Background: an optimization exercise with open tools, aiming at small area. Do not read the settings as production practice.
In this exercise RTL edits were held to simulation tests only and were not proved equivalent to the original.
Power is estimated from default activity; no workload was simulated.

## build 40
## rgb565_to_ycbcr422
module rgb565_to_ycbcr422
(
    input   wire                    sys_clk         ,
    input   wire                    sys_rst_n       ,
    input   wire    [15:0]          rgb_data        ,
    output  reg     signed  [7:0]   img_out         ,
    output  wire    [1:0]           state           ,
    output  wire                    start_en
);
reg     [1:0]   k       ;
reg             run     ;    
reg     [15:0]  x_q     ;
reg     [7:0]   a_q     ;
wire            sel_y   = ~k[1];
wire            sel_c1  = k[1] & ~k[0];
wire            sel_c2  = k[1] & k[0];
wire    [7:0]   f_top   ;
wire t_0;
wire t_1;
wire t_2;
wire t_3;
wire t_4;
wire t_5;
wire t_6;
wire t_7;
wire t_8;
wire t_9;
wire t_10;
wire t_11;
wire t_12;
wire t_13;
wire t_14;
wire t_15;
wire t_16;
wire t_17;
wire t_18;
wire t_19;
wire t_20;
wire t_21;
wire t_22;
wire t_23;
wire t_24;
wire t_25;
wire t_26;
wire t_27;
wire t_28;
wire t_29;
wire t_30;
wire t_31;
wire t_32;
wire t_33;
wire t_34;
wire t_35;
wire t_36;
wire t_37;
wire t_38;
wire t_39;
wire t_40;
wire t_41;
wire t_42;
wire t_43;
wire t_44;
wire t_45;
wire t_46;
wire t_47;
wire t_48;
wire t_49;
wire t_50;
wire t_51;
wire t_52;
wire t_53;
wire t_54;
wire t_55;
wire t_56;
wire t_57;
wire t_58;
wire t_59;
wire t_60;
wire t_61;
wire t_62;
wire t_63;
wire t_64;
wire t_65;
wire t_66;
wire t_67;
wire t_68;
wire t_69;
wire t_70;
wire t_71;
wire t_72;
wire t_73;
wire t_74;
wire t_75;
wire t_76;
wire t_77;
wire t_78;
wire t_79;
wire t_80;
wire t_81;
wire t_82;
wire t_83;
wire t_84;
wire t_85;
wire t_86;
wire t_87;
wire t_88;
wire t_89;
  ...
Size: roughly 35 flip-flops, roughly 29 I/O pins, about 3300 um2 of cells after synthesis.
clock: 5.0 ns
lec_check: 0
cap_margin: 20
core_margin: 2
core_utilization: 40
slew_margin: 20
synth_hierarchical: 1
standard.sh (not shown) runs the stock make flow with config.mk's settings and CLKGATE_MAP_FILE= SYNTH_SCRIPT=/design/flow/synth_recipe.tcl, a recipe that flattens the netlist after the stock synthesis.
==> flow/flow/run.sh <==
#!/bin/bash
# Standard layout, with the smallest buffer cell on the ports and a clock
# tree without dummy balancing loads.
set -euo pipefail
export BUFFER_PORTS_ARGS="-buffer_cell sky130_fd_sc_hd__buf_1"
export CTS_ARGS="-repair_clock_nets -dont_use_dummy_load -buf_list sky130_fd_sc_hd__clkbuf_4 -root_buf sky130_fd_sc_hd__clkbuf_4"
bash standard.sh > standard_flow.log 2>&1
Build 40 finished every step from synthesis to the final layout, and the layout passed the timing, DRC and antenna checks.
Setup changes, build 40 to build 72
==> flow/flow/run.sh <==
#!/bin/bash
# Standard layout, but the port buffers are the smallest buffer cell.
set -euo pipefail
export BUFFER_PORTS_ARGS="-buffer_cell sky130_fd_sc_hd__buf_1"
bash standard.sh > standard_flow.log 2>&1
Cell area | build 72 vs build 40 | build 72 larger. Compared with build 40, in build 72 worst hold slack shows an increase of 0.011 ns, total met3 wirelength after detailed routing has decreased. [build 72 vs build 40] wire length of the first global-routing pass: higher in build 72. Comparing the two runs side by side, build 72 comes out ahead of build 40 on minimum setup slack in the final design. Shortest period the worst path allows on build 72 is ahead of build 40.
Modified inputs, build 28 compared to build 72
==> flow/flow/run.sh <==
#!/bin/bash
# Standard layout, with the smallest buffer cell on the ports and a clock
# tree without dummy balancing loads.
set -euo pipefail
export BUFFER_PORTS_ARGS="-buffer_cell sky130_fd_sc_hd__buf_1"
export CTS_ARGS="-sink_clustering_enable -repair_clock_nets -dont_use_dummy_load -buf_list sky130_fd_sc_hd__clkbuf_4 -root_buf sky130_fd_sc_hd__clkbuf_4"
bash standard.sh > standard_flow.log 2>&1
--- outcome ---
Design area: build 28 vs build 72 down about 2%. Build 28 gives less worst-case setup margin in the final layout than build 72 did. In the flow results for build 72 and build 28, the wire length on met1 is smaller on build 28. Build 28 ended up with a higher sequential share of layout area than build 72 did. The estimated power of build 28 ends up lower than the estimate for build 72. Build 28 vs. build 72: maximum frequency stayed essentially flat; count of vias placed by the detailed router stayed essentially flat; actual transition at the worst max-transition pin stayed essentially flat; post-synth net total stayed essentially flat; cell depth of the worst setup path stayed essentially flat.
[inputs] build 43 vs build 28
==> flow/flow/run.sh <==
#!/bin/bash
# Standard layout, with the smallest buffer cell on the ports and a clock
# tree without dummy balancing loads.
set -euo pipefail
export BUFFER_PORTS_ARGS="-buffer_cell sky130_fd_sc_hd__buf_1"
export CTS_ARGS="-sink_clustering_enable -repair_clock_nets -dont_use_dummy_load"
bash standard.sh > standard_flow.log 2>&1
--- outcome ---
Build 28 → build 43: routed wire length rose by about 1.4%, latest clock arrival within the worst-skew pair now sits lower, upper clock frequency limit shows no meaningful change, summed area of non-filler cells in the final layout increased 0.86%, transition time at the pin with the least slew margin closely matched the old numbers. From build 43 to build 28, overall overflow remaining after global route did not move at all. Summary of build 43 over build 28: routed length on met3 fell by 70 um, final-layout worst hold slack flat, smallest setup slack after layout closely matched the old numbers, overall power of the completed layout +52 uW. Final cycle utilization of the critical path of build 43 is on par with build 28.
Relative to build 43, the following input files were edited for build 15:
==> flow/flow/run.sh <==
#!/bin/bash
# Standard layout, with the smallest buffer cell on the ports and a clock
# tree without dummy balancing loads.
set -euo pipefail
export BUFFER_PORTS_ARGS="-buffer_cell sky130_fd_sc_hd__buf_1"
export CTS_ARGS="-sink_clustering_enable -sink_clustering_size 40 -sink_clustering_max_diameter 200 -repair_clock_nets -dont_use_dummy_load -buf_list sky130_fd_sc_hd__clkbuf_8 -root_buf sky130_fd_sc_hd__clkbuf_8"
bash standard.sh > standard_flow.log 2>&1
Notes after the runs:
- Build 15 -> build 43: total power delta 0, exact match
- As far as non-clock buffer total of the final layout goes, build 15 and build 43 are indistinguishable; the numbers are identical.
- Reported for build 15 and build 43, final critical-path share of the clock period turned out identical to the last digit.
- Build 15 -> build 43: switching fraction of total power delta 0, exact match
- Summary of build 15 over build 43: number of stages on the worst hold path ~0 delta, netlist area before placement saw little to no change, power dissipated in the clock network did not really move.
- Per the comparison of build 15 with build 43, count of buffers inserted at the top-level ports closely matched the old numbers; post-synthesis net count closely matched the old numbers.
- Relative contribution of combinational cells to total power: build 43 vs build 15 — no meaningful difference

* * *

rgb565_to_ycbcr422, a different RTL version from the one above (not shown whole).
Size in the first run: about 29 I/O pins.
export LEC_CHECK = 0
export CAP_MARGIN = 20
export CORE_MARGIN = 2
export CORE_UTILIZATION = 40
export CTS_CLUSTER_DIAMETER = 150
export CTS_CLUSTER_SIZE = 50
export SLEW_MARGIN = 20
export SYNTH_HIERARCHICAL = 1
create_clock -name core_clock -period 5.0 [get_ports {sys_clk}]
==> flow/flow/run.sh <==
#!/bin/bash
# Standard layout, but the port buffers are the smallest buffer cell.
set -euo pipefail
export BUFFER_PORTS_ARGS="-buffer_cell sky130_fd_sc_hd__buf_1"
bash standard.sh > standard_flow.log 2>&1
Then changed:
CTS_BUF_LIST = sky130_fd_sc_hd__clkbuf_4 sky130_fd_sc_hd__clkbuf_8   (was default)
=> Routed wire length hardly moves; via count decreases by 0.65%; final area stays flat; sequential share of layout area stays flat; count of clock-buffer cells in the layout is unchanged; die area is unchanged; worst hold slack stays flat; flip-flop and latch count is unchanged; non-clock buffer count stays the same; area after synthesis stays the same.
Then changed:
CTS_BUF_LIST = default   (was sky130_fd_sc_hd__clkbuf_4 sky130_fd_sc_hd__clkbuf_8)
CTS_CLUSTER_DIAMETER = default   (was 150)
CTS_CLUSTER_SIZE = default   (was 50)
PLACE_DENSITY = 0.8   (was default)
Outcome:
- clock power rises by 19%
- power rises by 4.7%
- sequential share of layout area stays flat
- routed wire length rises by 2.0%
- setup slack is worse by 0.13 ns
- fmax falls by 2.7%

* * *

RTL: one of the versions met above, not the one the previous note started from.
Size: about 270 cells after synthesis, roughly 35 flip-flops, about 29 I/O pins, ~3300 um^2 of cells after synthesis.
clock: 5.0 ns
lec_check: 0
cap_margin: 20
core_margin: 2
core_utilization: 40
slew_margin: 20
synth_hierarchical: 1
==> flow/flow/run.sh <==
#!/bin/bash
# Standard layout, with the smallest buffer cell on the ports and a clock
# tree without dummy balancing loads.
set -euo pipefail
export BUFFER_PORTS_ARGS="-buffer_cell sky130_fd_sc_hd__buf_1"
export CTS_ARGS="-sink_clustering_enable -repair_clock_nets -dont_use_dummy_load -buf_list sky130_fd_sc_hd__clkbuf_4 -root_buf sky130_fd_sc_hd__clkbuf_8"
bash standard.sh > standard_flow.log 2>&1
==> next run, changes <==
==> flow/flow/run.sh (replaced) <==
#!/bin/bash
# Standard layout, with the smallest buffer cell on the ports and a clock
# tree without dummy balancing loads.
set -euo pipefail
export BUFFER_PORTS_ARGS="-buffer_cell sky130_fd_sc_hd__buf_1"
export CTS_ARGS="-sink_clustering_enable -repair_clock_nets -dont_use_dummy_load -buf_list sky130_fd_sc_hd__clkbuf_4 -root_buf sky130_fd_sc_hd__clkbuf_4"
bash standard.sh > standard_flow.log 2>&1
- PLACE_DENSITY: unset -> 0.5
What happened: Worst setup slack is better by 0.020 ns. Clock skew increases by 0.019 ns. Cell area increases by 0.51%. Synthesized cell count stays the same. Clock power decreases by 25%.
==> next run, changes <==
==> flow/flow/run.sh (replaced) <==
#!/bin/bash
# Standard layout, with the smallest buffer cell on the ports and a clock
# tree without dummy balancing loads.
set -euo pipefail
export BUFFER_PORTS_ARGS="-buffer_cell sky130_fd_sc_hd__buf_1"
export CTS_ARGS="-sink_clustering_enable -repair_clock_nets -dont_use_dummy_load -buf_list sky130_fd_sc_hd__clkbuf_8 -root_buf sky130_fd_sc_hd__clkbuf_4"
bash standard.sh > standard_flow.log 2>&1
- PLACE_DENSITY: 0.5 -> unset
Outcome:
- cell area went down slightly
- count of clock-buffer cells in the layout does not change
- power went down slightly
- global-route usage went down by 0.88 points
- sequential cell count does not change
- fmax went down slightly
- cell count went down slightly
- core utilization went down by 0.62 points
- wire length went down by a few percent

-- separate check: timing with driven ports --
The results above use ideal ports. As a check the final layouts listed here were re-extracted and re-timed, cells and wires unchanged. Step 1 (the two cells are an assumption about what drives the block):
set clk [get_ports {sys_clk}]
set_driving_cell -lib_cell sky130_fd_sc_hd__clkbuf_16 $clk
set_driving_cell -lib_cell sky130_fd_sc_hd__buf_2 [delete_from_list [all_inputs] $clk]
Step 2 adds t to the input delays and takes it off the output delays; t is the mean of the earliest and latest rising clock arrival at the registers after step 1. Input paths then give back, and output paths get back, about the clock's delay inside the block. Slacks: ideal ports / drivers / drivers and shift; pairs: ideal ports / drivers.
| run | t, ns | setup WS [ns] | pins driven straight from the clock port |
|---|---|---|---|
| build 40 | 0.356 | 0.259 / 0.259 / 0.259 | 1 |
| build 72 | 0.319 | 0.272 / 0.272 / 0.272 | 1 |
| build 28 | 0.356 | 0.259 / 0.259 / 0.259 | 1 |
| build 43 | 0.310 | 0.261 / 0.261 / 0.261 | 1 |
| build 15 | 0.310 | 0.261 / 0.261 / 0.261 | 1 |
| the first run of note 2 | 0.315 | 0.201 / 0.201 / 0.201 | 1 |
| the second run of note 2 | 0.316 | 0.197 / 0.197 / 0.197 | 1 |
| the third run of note 2 | 0.314 | 0.066 / 0.066 / 0.066 | 1 |
| the first run of note 3 | 0.310 | 0.261 / 0.261 / 0.261 | 1 |
| the second run of note 3 | 0.346 | 0.282 / 0.282 / 0.282 | 1 |
| the third run of note 3 | 0.356 | 0.259 / 0.259 / 0.259 | 1 |
After both steps setup and hold are still met in every run listed.
